Background: an optimization exercise with open tools, aiming at small area, a short achievable clock period and few clock cycles. Do not read the settings as production practice. In this exercise RTL edits were held to simulation tests only and were not proved equivalent to the original. No activity file was given, so power comes from the tool's default toggle rates.

## lagoon
## top_module
module top_module(clk,rst,mem_addr,mem_wdata,mem_rdata,mem_rd,mem_wr,mem_ready);
Size: ~1600 cells after synthesis, about 210 flip-flops, about 53 I/O pins, ~13000 sq um of cells after synthesis.
==> flow/config.mk <==
export PLATFORM = sky130hd
export DESIGN_NAME = top_module
export DESIGN_NICKNAME = top_module
export VERILOG_FILES = /design/flow/design.v
export SDC_FILE = /design/flow/constraint.sdc
export NUM_CORES = 4
export LEC_CHECK = 0
export ABC_AREA = 1
export CAP_MARGIN = 20
export CORE_MARGIN = 2
export CORE_UTILIZATION = 55
export CTS_BUF_LIST = sky130_fd_sc_hd__clkbuf_8
export CTS_CLUSTER_DIAMETER = 60
export CTS_CLUSTER_SIZE = 14
export SLEW_MARGIN = 20
export SYNTH_MEMORY_MAX_BITS = 16384
==> flow/constraint.sdc <==
create_clock -name core_clock -period 12.0 [get_ports {clk}]
set_input_delay 2.4000 -clock core_clock [delete_from_list [all_inputs] [get_ports {clk}]]
set_output_delay 2.4000 -clock core_clock [all_outputs]
set_load 0.01 [all_outputs]
standard.sh (not shown) runs the stock make flow with config.mk's settings and CLKGATE_MAP_FILE= SYNTH_SCRIPT=/design/flow/synth_recipe.tcl, a recipe that flattens the netlist after the stock synthesis.
==> flow/flow/run.sh <==
#!/bin/bash
# Layout flow: the standard flow, with timing repair aimed below the period
# (repair_timing's setup margin) and plain buffers on the ports; the constraints
# are the standard flow's, unchanged.
bash standard.sh SETUP_SLACK_MARGIN=7.5 "BUFFER_PORTS_ARGS=-buffer_cell sky130_fd_sc_hd__buf_2" finish > standard.log 2>&1
Testbench counts of lagoon, summed over its fixed seeds: cycles 7,362.
Setup changes, lagoon to juniper
- CORE_UTILIZATION: 55 -> 70
- ABC_AREA: 1 -> unset
## What came out
The endpoint of the worst setup timing path comes out MDR[14] in one run and mem_rd in the other, namely in juniper and lagoon respectively. juniper vs lagoon: number of placement rows down in juniper. Diff lagoon..juniper | pin slew with the least headroom to its limit | negligible. Wire: juniper routes less than lagoon. Comparing lagoon and juniper, the higher number of clock-tree buffers in the layout was measured on lagoon. Relative to lagoon, juniper improves cell area. Relative to lagoon, the power after layout of juniper is lower by 1.4 mW. Number of synthesized flops with an enable pin of lagoon is on par with juniper.
Inputs modified between juniper and yarrow:
- ABC_AREA now 1, previously not set
- CORE_UTILIZATION now 55, was 70
--- a/flow/flow/run.sh
+++ b/flow/flow/run.sh
@@ -4,2 +4,2 @@
 # are the standard flow's, unchanged.
-bash standard.sh SETUP_SLACK_MARGIN=7.5 "BUFFER_PORTS_ARGS=-buffer_cell sky130_fd_sc_hd__buf_2" finish > standard.log 2>&1
+bash standard.sh SETUP_SLACK_MARGIN=8.0 "BUFFER_PORTS_ARGS=-buffer_cell sky130_fd_sc_hd__buf_2" finish > standard.log 2>&1
### Flow results
Post-place instance area in yarrow is 790 sq um above juniper. Compared with juniper, yarrow shows a higher total length of routed wires. Worst hold slack is higher on yarrow. juniper vs yarrow, launching element of the worst setup path: mem_rdata[0] vs psel[3]. In the tables for juniper and yarrow, final critical path time including I/O delays and setup reads lower with yarrow. Compared with juniper, in yarrow sequential cell count barely changed; slack of the critical path climbed 0.34 ns; finished layout cell area climbed about 15%.
### yarrow -> fjord
- removing ABC_AREA (formerly 1)
--- a/flow/flow/run.sh
+++ b/flow/flow/run.sh
@@ -4,2 +4,2 @@
 # are the standard flow's, unchanged.
-bash standard.sh SETUP_SLACK_MARGIN=8.0 "BUFFER_PORTS_ARGS=-buffer_cell sky130_fd_sc_hd__buf_2" finish > standard.log 2>&1
+bash standard.sh SETUP_SLACK_MARGIN=7.5 "BUFFER_PORTS_ARGS=-buffer_cell sky130_fd_sc_hd__buf_2" finish > standard.log 2>&1
Findings:
- As far as post-cts hold buffer count goes, fjord and yarrow are indistinguishable; the numbers are identical.
- fjord against yarrow: maximum frequency lost about 6%, die area shrank by 5.0%, final cell count decreased 464.
- For half-perimeter wire length after placement, dividing the value from yarrow by the value from fjord gives 1.12.
- Re clock-buffer cell count: yarrow and fjord aren't equal, and the higher value belongs to yarrow.
- Between fjord and yarrow, the storage element area figures differ only marginally.
- The non-clock buffer count in fjord is 0.921 times that in yarrow.
- Against yarrow, the final cell area of fjord is lower.
Edits applied to the flow inputs when going from fjord to sierra:
- ABC_AREA now 1, previously not set
- CORE_UTILIZATION now 70, was 55
Findings:
Final-layout fill cell count went down by more than a quarter going from fjord to sierra. Core outline area: sierra < fjord. Half-perimeter wire length of the detailed placement result (sierra over fjord): increase, 1000 microns. Compare fjord and sierra | synthesis-to-layout area growth higher: fjord. The die area in sierra was lower than what fjord gave. Summary — total instance count after detailed placement, sierra relative to fjord: higher, by 341. Post-route standard cell area excluding fillers delta (sierra -> fjord): insignificant. Clock buffer count in the final layout was lower in sierra than in fjord. The type of the worst setup path comes out reg -> out in one run and in -> reg in the other, namely in sierra and fjord respectively. Summary: hold slack, sierra better than fjord.


top_module, a different RTL version from the one above (not shown whole).
Size: ~1,200 cells after synthesis, ~210 flip-flops, roughly 53 I/O pins, about 13,000 sq um of cells after synthesis.
clock: 12.0 ns
lec_check: 0
cap_margin: 20
core_margin: 2
core_utilization: 55
cts_buf_list: sky130_fd_sc_hd__clkbuf_4 sky130_fd_sc_hd__clkbuf_8
slew_margin: 20
synth_memory_max_bits: 16384
==> flow/flow/run.sh <==
#!/bin/bash
# Layout flow: the standard flow, with timing repair aimed below the period
# (repair_timing's setup margin) and plain buffers on the ports; the constraints
# are the standard flow's, unchanged.
bash standard.sh SETUP_SLACK_MARGIN=7.5 "BUFFER_PORTS_ARGS=-buffer_cell sky130_fd_sc_hd__buf_2" finish > standard.log 2>&1
The starting point completed with no timing, DRC or antenna violations.
Testbench counts at the start, summed over its fixed seeds: cycles 7,855.
==> next run, changes <==
==> flow/flow/run.sh (replaced) <==
#!/bin/bash
# Layout flow: the standard flow, with timing repair aimed below the period
# (repair_timing's setup margin); the constraints are the standard flow's, unchanged.
bash standard.sh SETUP_SLACK_MARGIN=7.5 finish > standard.log 2>&1
CORE_UTILIZATION = 40   (was 55)
CTS_BUF_LIST = not set   (was sky130_fd_sc_hd__clkbuf_4 sky130_fd_sc_hd__clkbuf_8)
After rerunning:
- setup slack is worse by 0.17 ns
- synthesized cell count is unchanged
- design area rose by 3.4%
- area after synthesis does not change
- wire length rose by 4.3%
- count of clock-buffer cells in the layout fell by 16
- sequential share of layout area fell by 1.2 points
- critical path depth fell by 11
==> next run, changes <==
==> flow/run.sh (new file) <==
#!/bin/bash
# synth_recipe.tcl (not shown) runs the flow's synth.tcl, then flattens the netlist and writes it again
# the make line also repeats each setting of config.mk as NAME=value (left out here)
make -C /OpenROAD-flow-scripts/flow DESIGN_CONFIG=/design/flow/config.mk WORK_HOME=/design/flow/orfs CLKGATE_MAP_FILE= SYNTH_SCRIPT=/design/flow/synth_recipe.tcl finish
removed: flow/flow/run.sh
removed: flow/standard.sh
What happened:
- wire length went down by a few percent
- clock power drops by roughly a tenth
- via count is lower by a few percent
- fmax goes down by about a fifth
==> next run, changes <==
==> flow/flow/run.sh (new file) <==
#!/bin/bash
# Layout flow: the standard flow, with timing repair aimed below the period
# (repair_timing's setup margin) and plain buffers on the ports; the constraints
# are the standard flow's, unchanged.
bash standard.sh SETUP_SLACK_MARGIN=6.5 "BUFFER_PORTS_ARGS=-buffer_cell sky130_fd_sc_hd__buf_2" finish > standard.log 2>&1
==> flow/standard.sh (new file) <==
#!/bin/bash
# synth_recipe.tcl (not shown) runs the flow's synth.tcl, then flattens the netlist and writes it again
# the make line also repeats each setting of config.mk as NAME=value (left out here)
make -C /OpenROAD-flow-scripts/flow DESIGN_CONFIG=/design/flow/config.mk WORK_HOME=/design/flow/orfs CLKGATE_MAP_FILE= SYNTH_SCRIPT=/design/flow/synth_recipe.tcl "${@:-finish}"
CORE_UTILIZATION = 55   (was 40)
CTS_BUF_LIST = sky130_fd_sc_hd__clkbuf_4 sky130_fd_sc_hd__clkbuf_8   (was not set)
removed: flow/run.sh
Routed wire length fell by about 3%.
Worst setup slack is better by 0.35 ns.
Count of clock-buffer cells in the layout increases by 29.


top_module, a different RTL version from the one above (not shown whole).
Size: about 1200 cells after synthesis, ~200 flip-flops.
// top_module
module top_module(clk,rst,mem_addr,mem_wdata,mem_rdata,mem_rd,mem_wr,mem_ready);
clock: 12.0 ns
lec_check: 0
cap_margin: 20
core_margin: 2
core_utilization: 40
setup_slack_margin: 5
slew_margin: 20
synth_memory_max_bits: 16384
run.sh (not shown) runs the stock make flow with config.mk's settings and CLKGATE_MAP_FILE= SYNTH_SCRIPT=/design/flow/synth_recipe.tcl, a recipe that flattens the netlist after the stock synthesis.
Stock flow here: none of the scripts above is used.
The baseline passed the timing, DRC and antenna checks.
Testbench counts at the start, summed over its fixed seeds: cycles 7,535.
Then changed:
SETUP_SLACK_MARGIN = not set   (was 5)
The changed run produced a clean layout.
Design area stays the same.
Hold slack does not change.
Maximum frequency is unchanged.
Clock power hardly moves.
Sequential cell count stays the same.
Wire length stays the same.
Clock-buffer cell count does not change.
Sequential power stays flat.
Area after synthesis stays the same.
First-iteration DRC count is unchanged.


Setup of quartz:
The RTL this note starts from:
==> flow/design.v <==
`timescale 1ns / 1ps
module top_module(clk,rst,mem_addr,mem_wdata,mem_rdata,mem_rd,mem_wr,mem_ready);
  input clk,rst;
  output [15:0] mem_addr,mem_wdata;
  input  [15:0] mem_rdata;
  output mem_rd,mem_wr;
  input  mem_ready;
  reg sF, sW, sJ, sD1, sD2, sSW, sJR, sJ2;    
  reg pinc;                      
  reg xp;                        
  reg [15:0] PC;
  reg [15:0] IR, MDR;
  reg fS, fZ, fV, fC;
  reg [15:0] R0,R1,R2,R3,R4,R5,R6,R7;
  reg [7:0] vld;                 
  function [9:0] dec;            
    input [6:0] op;
    reg alu;
    begin
      alu = op[6] & ~op[2] & (~op[5] | (op[4:3] == 2'b00));
      dec[9] = (op[6:2] == 5'b00111);
      dec[8] = (op[6:2] == 5'b00101);
      dec[7] = ((op[6:2] == 5'b01001) | (op[6:2] == 5'b01011) | (op[6:2] == 5'b01101)) & (op[1:0] != 2'b11);
      dec[6] = (op[6:3] == 4'b1101);
      dec[5] = alu;
      dec[4] = (op[6:1] == 6'b011101);
      dec[3] = (op == 7'b0111001);
      dec[2] = (op == 7'b0111000);
      dec[1] = (op[6:4] == 3'b000);
      dec[0] = (op[6:1] == 6'b011101 & op[0]) | (alu & (op[1:0] == 2'b11)) | (op[6:4] == 3'b000 & op[3]);
    end
  endfunction
  wire [6:0] op = IR[15:9];
  wire [2:0] rb = IR[8:6], rx = IR[5:3], rd = IR[2:0];
  wire [9:0] di = dec(op);
  wire i_jr = di[9], i_jal = di[8], i_jcc = di[7], i_neg = di[6], i_alu = di[5],
       i_ld = di[4], i_mov = di[3], i_ldi = di[2], i_st = di[1], i_ind = di[0];
  wire [1:0] mode = op[1:0];
  wire [2:0] fn = op[5:3];
  wire i_mem = i_ld | (i_alu & mode[1]) | i_st;
  wire [9:0] dn = dec(mem_rdata[15:9]);
  wire n_jr = dn[9];
  wire n_two = dn[8] | dn[7] | dn[4] | dn[2] | dn[1] | (dn[5] & (mem_rdata[10:9] != 2'b01));
  wire n_x1 = dn[3] | dn[6] | (dn[5] & (mem_rdata[10:9] == 2'b01));
  reg cond;
  always @(*) begin
    case ({op[4:3], op[1:0]})
      4'b0000: cond = 1'b1;
      4'b0001: cond = fZ;
      4'b0010: cond = ~fZ;
      4'b0100: cond = fC;
      4'b0101: cond = ~fC;
      4'b0110: cond = fV;
      4'b1000: cond = ~fV;
      4'b1001: cond = fS;
      4'b1010: cond = ~fS;
      default: cond = 1'b0;
    endcase
  end
  reg [7:0] psel, qsel;           
  wire [7:0] pdec = psel;
  wire [7:0] qdec = qsel;
  wire [15:0] P = ({16{pdec[0]}} & R0) | ({16{pdec[1]}} & R1) | ({16{pdec[2]}} & R2) | ({16{pdec[3]}} & R3) |
                  ({16{pdec[4]}} & R4) | ({16{pdec[5]}} & R5) | ({16{pdec[6]}} & R6) | ({16{pdec[7]}} & R7);
  wire [15:0] Q = ({16{qdec[0]}} & R0) | ({16{qdec[1]}} & R1) | ({16{qdec[2]}} & R2) | ({16{qdec[3]}} & R3) |
                  ({16{qdec[4]}} & R4) | ({16{qdec[5]}} & R5) | ({16{qdec[6]}} & R6) | ({16{qdec[7]}} & R7);
  wire a_en = i_alu;                               
  wire b_mdr = ~(i_mov | i_neg | (i_alu & mode == 2'b01));
  wire sub = i_neg | (i_alu & (fn == 3'b001 | fn == 3'b100));
  wire f_and = i_alu & (fn == 3'b010);
  wire f_or  = i_alu & (fn == 3'b011);
  wire [15:0] A = a_en ? Q : 16'd0;
  wire [15:0] B = b_mdr ? MDR : P;
  wire [15:0] Bx = B ^ {16{sub}};
  wire [16:0] sum = {1'b0, A} + {1'b0, Bx} + {16'd0, sub};
  wire ovf = (A[15] == Bx[15]) & (sum[15] != A[15]);
  wire [15:0] res = f_and ? (A & B) : f_or ? (A | B) : sum[15:0];
  wire arith = ~(f_and | f_or);
  wire [15:0] hs = A ^ Bx;
  wire [15:0] kc = {A[14:0] | Bx[14:0], sub};
  wire zsum = ~|(hs ^ kc);
  wire zr = f_and ? ~|(A & B) : f_or ? ~|(A | B) : zsum;
  wire x_wr = xp & (i_ldi | i_mov | i_ld | i_neg | i_jal | (i_alu & fn != 3'b100));
  wire x_fl = xp & i_alu;
  wire ea  = sW & i_mem;
  wire xp_ = ea | sJR;                            
  wire rm  = ea | sJ2 | (sJ & cond);
  wire cin = ~xp_;
  wire [15:0] X = xp_ ? P : PC;
  wire [15:0] Y = ea ? Q : 16'd0;
  wire [15:0] M = mem_rdata & {16{rm}};
  wire [15:0] cs = X ^ Y ^ M;
  wire [15:0] cc = (X & Y) | (X & M) | (Y & M);
  wire [15:0] adr = cs + {cc[14:0], cin};
  assign mem_rd = sF | sW | (sJ & cond) | sD1 | sD2 | sJ2;    
  assign mem_wr = sSW;
  assign mem_addr = (sF | sW | sJ | sJ2) ? PC : MDR;
  assign mem_wdata = P;
  wire done = mem_ready;
  wire [7:0] vldn = vld | ({7'd0, x_wr} << rd);
  always @(posedge clk or negedge rst) begin
    if (!rst) begin
      sF <= 1'b1; sW <= 1'b0; sJ <= 1'b0; sD1 <= 1'b0; sD2 <= 1'b0; sSW <= 1'b0; sJR <= 1'b0; sJ2 <= 1'b0;
      xp <= 1'b0; pinc <= 1'b0;
      PC <= 16'd0;
      fS <= 1'b0; fZ <= 1'b0; fV <= 1'b0; fC <= 1'b0;
      vld <= 8'd0;
    end else begin
      xp <= 1'b0;
      pinc <= 1'b0;
      if (x_fl) begin
        fS <= res[15]; fZ <= zr;
        fC <= arith & sum[16]; fV <= arith & ovf;
      end
      vld <= vldn;
      if (pinc) PC <= adr;                        
      if (sF & done) begin
        PC <= adr;
        sF <= ~(n_two | n_jr);
        xp <= n_x1;
        sW <= n_two & ~dn[7];
        sJ <= dn[7];
        sJR <= n_jr;
      end
      if (sJ & (done | ~cond)) begin
        PC <= adr; sJ <= 1'b0; sF <= 1'b1;
      end
      if (sW & done) begin
        sW <= 1'b0;
        if (i_mem) begin
          pinc <= 1'b1;
          if (i_ind) sD1 <= 1'b1;
          else if (i_st) sSW <= 1'b1;
          else sD2 <= 1'b1;
        end else if (i_jal) begin
          sJ2 <= 1'b1;                            
        end else begin
          PC <= adr;
          sF <= 1'b1;
          xp <= 1'b1;
        end
      end
      if (sJ2 & done) begin
        PC <= adr; sJ2 <= 1'b0; sF <= 1'b1; xp <= 1'b1;
      end
      if (sD1 & done) begin
        sD1 <= 1'b0;
        if (i_st) sSW <= 1'b1; else sD2 <= 1'b1;
      end
      if (sD2 & done) begin
        sD2 <= 1'b0; sF <= 1'b1; xp <= 1'b1;
      end
      if (sSW & done) begin
        sSW <= 1'b0; sF <= 1'b1;
      end
      if (sJR) begin
        sJR <= 1'b0; sF <= 1'b1; PC <= adr;
      end
    end
  end
  always @(posedge clk) begin
    if (sF & done) begin
      psel <= (8'b1 << ((dn[6] | n_jr) ? mem_rdata[2:0] : mem_rdata[8:6])) & vldn;
      qsel <= (8'b1 << (n_two ? mem_rdata[5:3] : mem_rdata[2:0])) & vldn;
    end else if (sW & done) begin
      psel <= (8'b1 << rd) & vldn;
      qsel <= (8'b1 << rd) & vldn;
    end
    if (sF & done) IR <= mem_rdata;
    if (sW & done & (i_mem | i_jal)) MDR <= adr;
    else if ((sW | sD1 | sD2) & done) MDR <= mem_rdata;
  end
  wire [15:0] wdat = res;
  always @(posedge clk) begin
    if (x_wr) begin
      case (rd)
        3'd0: R0 <= wdat; 3'd1: R1 <= wdat; 3'd2: R2 <= wdat; 3'd3: R3 <= wdat;
        3'd4: R4 <= wdat; 3'd5: R5 <= wdat; 3'd6: R6 <= wdat; default: R7 <= wdat;
      endcase
    end
  end
endmodule
clock: 12.0 ns
lec_check: 0
abc_area: 1
cap_margin: 20
core_margin: 2
core_utilization: 70
cts_buf_list: sky130_fd_sc_hd__clkbuf_8
cts_cluster_diameter: 60
cts_cluster_size: 18
slew_margin: 20
synth_memory_max_bits: 16384
standard.sh (not shown) runs the stock make flow with config.mk's settings and CLKGATE_MAP_FILE= SYNTH_SCRIPT=/design/flow/synth_recipe.tcl, a recipe that flattens the netlist after the stock synthesis.
==> flow/flow/run.sh <==
#!/bin/bash
# Layout flow: the standard flow, with timing repair aimed below the period
# (repair_timing's setup margin) and plain buffers on the ports; the constraints
# are the standard flow's, unchanged.
bash standard.sh SETUP_SLACK_MARGIN=7.5 "BUFFER_PORTS_ARGS=-buffer_cell sky130_fd_sc_hd__buf_2" finish > standard.log 2>&1
quartz | stages: all done | timing, DRC, antenna: all pass
Testbench counts of quartz, summed over its fixed seeds: cycles 7,362.
Input changes introduced in delta (baseline for comparison: quartz):
Settings: CTS_CLUSTER_SIZE: 18 -> 10.
==> flow/flow/run.sh <==
#!/bin/bash
# Layout flow: the standard flow, with timing repair aimed below the period
# (repair_timing's setup margin) and plain buffers on the ports; the constraints
# are the standard flow's, unchanged.
bash standard.sh SETUP_SLACK_MARGIN=7.25 "BUFFER_PORTS_ARGS=-buffer_cell sky130_fd_sc_hd__buf_2" finish > standard.log 2>&1
--- outcome ---
- quartz → delta: post-route cell area fell about 3%, detailed route wirelength on metal3 shrank by 17%, worst-margin pin slew -0.13 ns, post-layout total power dropped 0.14 mW, number of failing hold endpoints at the final stage has remained practically unchanged.
Here is what was changed in the inputs of umber compared with delta.
Settings: CTS_CLUSTER_SIZE changed from 10 to 14.
==> flow/flow/run.sh <==
#!/bin/bash
# Layout flow: the standard flow, with timing repair aimed below the period
# (repair_timing's setup margin) and plain buffers on the ports; the constraints
# are the standard flow's, unchanged.
bash standard.sh SETUP_SLACK_MARGIN=7.0 "BUFFER_PORTS_ARGS=-buffer_cell sky130_fd_sc_hd__buf_2" finish > standard.log 2>&1
### Flow results
umber: no failed stages, no open violations at the end. delta completed; timing, DRC and antenna clean. Going from delta to umber, layout-stage area growth over the synthesis result went down; fmax went down; via count of the first global-routing pass went down. Clock power: umber vs delta down about 3%. Re net switching component of the power: delta was higher than umber. From delta to umber the numbers moved as follows: top-level I/O count about even; share of the clock period used by the worst path after layout up 2.5 points; via total after detailed routing went down about 1%; clock buffer count in the final layout shrank by 5.
Input-level comparison between tundra and umber:
==> flow/flow/run.sh <==
#!/bin/bash
# Layout flow: the standard flow, with timing repair aimed below the period
# (repair_timing's setup margin) and plain buffers on the ports; the constraints
# are the standard flow's, unchanged.
bash standard.sh SETUP_SLACK_MARGIN=7.25 "BUFFER_PORTS_ARGS=-buffer_cell sky130_fd_sc_hd__buf_2" finish > standard.log 2>&1
### Flow results
- Power share of the combinational group: tundra > umber
- Setup slack in tundra is larger than in umber.
- Fmax | tundra vs umber | tundra faster

==> static timing again, ports no longer ideal <==
In the flow no input, the clock included, has a driving cell. The finished layouts below were timed again as built, in two steps.
Step 1: set_driving_cell puts a clkbuf_16 on clk and a buf_2 on each other input, an assumption about the parent block.
Step 2, shift: input delay + t, output delay - t, t = (earliest + latest rising clock arrival at the registers) / 2. This alone moves slack from input paths to output paths.
a / b / c = ideal / step 1 / step 2; a / b = the first two.
| run | shift t [ns] | setup slack, ns | worst setup path at the end | cell pins on the clock port's net |
|---|---|---|---|---|
| lagoon | 0.632 | 7.378 / 7.332 / 7.042 | input to register | 1 |
| juniper | 0.579 | 7.163 / 7.156 / 6.577 | input to register | 1 |
| yarrow | 0.622 | 7.501 / 7.455 / 6.999 | input to register | 1 |
| fjord | 0.612 | 7.209 / 7.198 / 6.586 | input to register | 1 |
| sierra | 0.607 | 7.425 / 7.378 / 6.916 | input to register | 1 |
| the first run of note 2 | 0.577 | 7.448 / 7.402 / 7.128 | input to register | 1 |
| the second run of note 2 | 0.593 | 7.282 / 7.232 / 7.092 | input to register | 1 |
| the third run of note 2 | 0.577 | 6.426 / 6.426 / 6.426 | register to register | 1 |
| the fourth run of note 2 | 0.570 | 6.780 / 6.780 / 6.780 | register to register | 1 |
| the first run of note 3 | 0.491 | 5.924 / 5.924 / 5.885 | input to register | 1 |
| the second run of note 3 | 0.491 | 5.924 / 5.924 / 5.885 | input to register | 1 |
| quartz | 0.585 | 7.454 / 7.414 / 7.002 | input to register | 1 |
| delta | 0.605 | 7.273 / 7.228 / 6.810 | input to register | 1 |
| umber | 0.603 | 6.972 / 6.930 / 6.630 | input to register | 1 |
| tundra | 0.591 | 7.317 / 7.274 / 6.812 | input to register | 1 |
After both steps setup and hold are still met in every run listed. The setup slack of fjord, which loses most, moves by -0.011 ns with the drivers and by -0.623 ns with both steps.
